Context: an optimization exercise on an open-source flow, tuned for small area. The choices shown serve that exercise and are no tape-out recipe.
In this exercise RTL edits were held to simulation tests only and were not proved equivalent to the original. The flow treats the clock pin as an ideal source, which a real chip does not have.

==> inputs of lagoon <==
// layer_1
module layer_1(
  input clk,
  input reset,
  input in_valid,
  input [7:0] pxl_in,
  output [8:0] pool_out,
  output out_valid
);
  reg [7:0] pd;
  reg ivd;
  always @(posedge clk) begin
    pd <= pxl_in;
    ivd <= in_valid;
  end
  reg [1023:0] ch;
  always @(posedge clk)
    if (ivd) ch <= {ch[1015:0], pd};
  reg [4:0] row, col;
  always @(posedge clk or posedge reset)
    if (reset) begin
      row <= 5'd0; col <= 5'd0;
    end else if (in_valid) begin
      col <= col + 5'd1;
      if (col == 5'd31) row <= row + 5'd1;
    end
  reg v0, v1, vo;
  reg xo0, yo0, xo1, yo1;
  always @(posedge clk or posedge reset)
    if (reset) begin
      v0 <= 1'b0; v1 <= 1'b0; vo <= 1'b0;
    end else begin
      v0 <= in_valid && row >= 5'd4 && col >= 5'd4;
      v1 <= v0;
      vo <= v1 && xo1 && yo1;
    end
  always @(posedge clk) begin
    xo0 <= col[0]; yo0 <= row[0];
    xo1 <= xo0; yo1 <= yo0;
  end
  reg [14:0] a1;
  reg [16:0] a2, a3;
  reg [17:0] a4;
  reg [3:0] nzh;
  wire nz_col = (|ch[1023:1016]) | (|ch[767:760]) | (|ch[511:504]) | (|ch[255:248]) | (|pd[7:0]);
  wire nz = (|nzh) | (|ch[767:760]) | (|ch[511:504]) | (|ch[255:248]);
  wire n1 = ~ch[760];
  wire n2 = ~ch[761];
  wire n3 = ~ch[762];
  wire n4 = ~ch[763];
  wire n5 = ~ch[764];
  wire n6 = ~ch[765];
  wire n7 = ~ch[766];
  wire n8 = ~ch[767];
  wire n9 = ~ch[504];
  wire n10 = ~ch[505];
  wire n11 = ~ch[506];
  wire n12 = ~ch[507];
  wire n13 = ~ch[508];
  wire n14 = ~ch[509];
  ...
export LEC_CHECK = 0
export CAP_MARGIN = 20
export CORE_MARGIN = 2
export CORE_UTILIZATION = 40
export CTS_CLUSTER_DIAMETER = 100
export CTS_CLUSTER_SIZE = 30
export PLACE_DENSITY = 0.85
export SLEW_MARGIN = 20
export SYNTH_HIERARCHICAL = 1
export SYNTH_MINIMUM_KEEP_SIZE = 0
create_clock -name core_clock -period 12.0 [get_ports {clk}]
standard.sh (not shown) runs the stock make flow with config.mk's settings and CLKGATE_MAP_FILE= SYNTH_SCRIPT=/design/flow/synth_recipe.tcl, a recipe that flattens the netlist after the stock synthesis.
==> flow/flow/run.sh <==
#!/bin/bash
# The standard layout, with two changes: clock tree synthesis adds no dummy
# loads, and the port buffers are the smallest buffer.
set -euo pipefail
export CTS_ARGS="-sink_clustering_enable -repair_clock_nets -sink_clustering_size 36 -sink_clustering_max_diameter 60 -dont_use_dummy_load"
export BUFFER_PORTS_ARGS="-buffer_cell sky130_fd_sc_hd__buf_1"
bash ./standard.sh > standard.log 2>&1
==> willow (differences from lagoon) <==
==> flow/flow/run.sh (replaced) <==
#!/bin/bash
# The standard layout, with two changes: clock tree synthesis adds no dummy
# loads, and the port buffers are the smallest buffer.
set -euo pipefail
export CTS_ARGS="-sink_clustering_enable -repair_clock_nets -sink_clustering_size 30 -sink_clustering_max_diameter 100 -dont_use_dummy_load"
export BUFFER_PORTS_ARGS="-buffer_cell sky130_fd_sc_hd__buf_1"
bash ./standard.sh > standard.log 2>&1
PLACE_DENSITY = default   (was 0.85)
==> onyx (differences from lagoon) <==
==> flow/flow/run.sh (replaced) <==
#!/bin/bash
# The standard layout, with two changes: clock tree synthesis adds no dummy
# loads, and the port buffers are the smallest buffer.
set -euo pipefail
export CTS_ARGS="-sink_clustering_enable -repair_clock_nets -sink_clustering_size 33 -sink_clustering_max_diameter 100 -dont_use_dummy_load"
export BUFFER_PORTS_ARGS="-buffer_cell sky130_fd_sc_hd__buf_1"
bash ./standard.sh > standard.log 2>&1
PLACE_DENSITY = default   (was 0.85)
==> run notes <==
Cell area after layout: lagoon 0.0493 sq mm; onyx 0.0488 sq mm; willow 0.0489 sq mm
Number of cells in the finished layout apart from fillers: lagoon 3400; onyx 3375; willow 3379
Met3 WL: lagoon 2320 um; onyx 2330 um; willow 2480 um
Crit path DAT: lagoon 11.76 ns; onyx 11.79 ns; willow 11.82 ns
CTS H-tree depth: lagoon 3; onyx 2; willow 2
Fraction of final layout cells with drive strength greater than 1: lagoon 4.79%; onyx 3.57%; willow 3.78%
Result of the run: lagoon finished clean; onyx finished clean; willow finished clean
Final standard cell utilization of the core: lagoon 43.7%; onyx 43.2%; willow 43.3%
Most heavily used metal layer in global routing: lagoon met2; onyx met1; willow met1
Relative slew margins: lagoon 28.4%; onyx 27.4%; willow 27.9%
Global routing met2 resource utilization: lagoon 16.7%; onyx 15.7%; willow 15.8%
Startpoint of the tightest hold check path: lagoon xo0$_DFF_P_; onyx yo0$_DFF_P_; willow xo0$_DFF_P_
Skew-Pair Late Insertion Delay: lagoon 0.63 ns; onyx 0.67 ns; willow 0.67 ns
Post-Route M1 WL: lagoon 28100 um; onyx 29100 um; willow 29400 um
Slack of the critical path: lagoon 0.698 ns; onyx 0.709 ns; willow 0.747 ns
Tightest hold margin: lagoon 0.307 ns; onyx 0.341 ns; willow 0.315 ns

* * *

==> job 195: inputs <==
Another version of the RTL of layer_1 (not shown whole).
export LEC_CHECK = 0
export CAP_MARGIN = 20
export CORE_MARGIN = 2
export CORE_UTILIZATION = 40
export SLEW_MARGIN = 20
create_clock -name core_clock -period 12.0 [get_ports {clk}]
run.sh (not shown) runs the stock make flow with config.mk's settings and CLKGATE_MAP_FILE= SYNTH_SCRIPT=/design/flow/synth_recipe.tcl, a recipe that flattens the netlist after the stock synthesis.
Stock flow here: none of the scripts above is used.
==> job 8979 (differences from job 195) <==
--- a/flow/config.mk
+++ b/flow/config.mk
@@ -8,4 +8,6 @@
 export CAP_MARGIN = 20
 export CORE_MARGIN = 2
 export CORE_UTILIZATION = 40
+export CTS_CLUSTER_DIAMETER = 100
+export CTS_CLUSTER_SIZE = 30
 export SLEW_MARGIN = 20
==> comparison <==
Against job 195, the clock skew of job 8979 is lower by 0.0057 ns. In job 195 the non-clock buffer count is lower than in job 8979, by 1. In job 8979 the maximum frequency is higher than in job 195, by about 0.21%. Flip-flop and latch count is the same in job 8979 and job 195. Between job 8979 and job 195, the lower register-to-register slack is in job 195 (gap 0.02 ns). Via count: job 195 is higher than job 8979 (about 3%). Between job 8979 and job 195, the lower setup slack is in job 195 (gap 0.022 ns). Die area is the same in job 195 and job 8979.

## static timing again, ports no longer ideal
How much do the figures lean on ideal ports? The routed layouts below were timed once more, with nothing changed but the port constraints.
Step 1 sets driving cells, clkbuf_16 on the clock port and buf_2 on the other inputs (assumed; they add their load-dependent delay and slew).
Step 2 moves the port delays by t, midway between the first and last clock arrival at a register: inputs arrive t later, outputs are due t later. That takes back most of the time a late clock gives input paths.
a / b / c = ideal / step 1 / step 2; a / b = the first two.
| run | t (ns) | setup WS [ns] | slew at the worst register clock pin (ns) |
|---|---|---|---|
| lagoon | 0.666 | 0.698 / 0.698 / 0.698 | 0.12 / 0.12 |
| willow | 0.696 | 0.747 / 0.747 / 0.747 | 0.12 / 0.12 |
| onyx | 0.678 | 0.709 / 0.709 / 0.709 | 0.12 / 0.12 |
| job 195 | 0.829 | 1.712 / 1.712 / 1.712 | 0.07 / 0.07 |
| job 8979 | 0.756 | 1.734 / 1.734 / 1.734 | 0.12 / 0.12 |
After both steps every run listed still meets setup and hold.
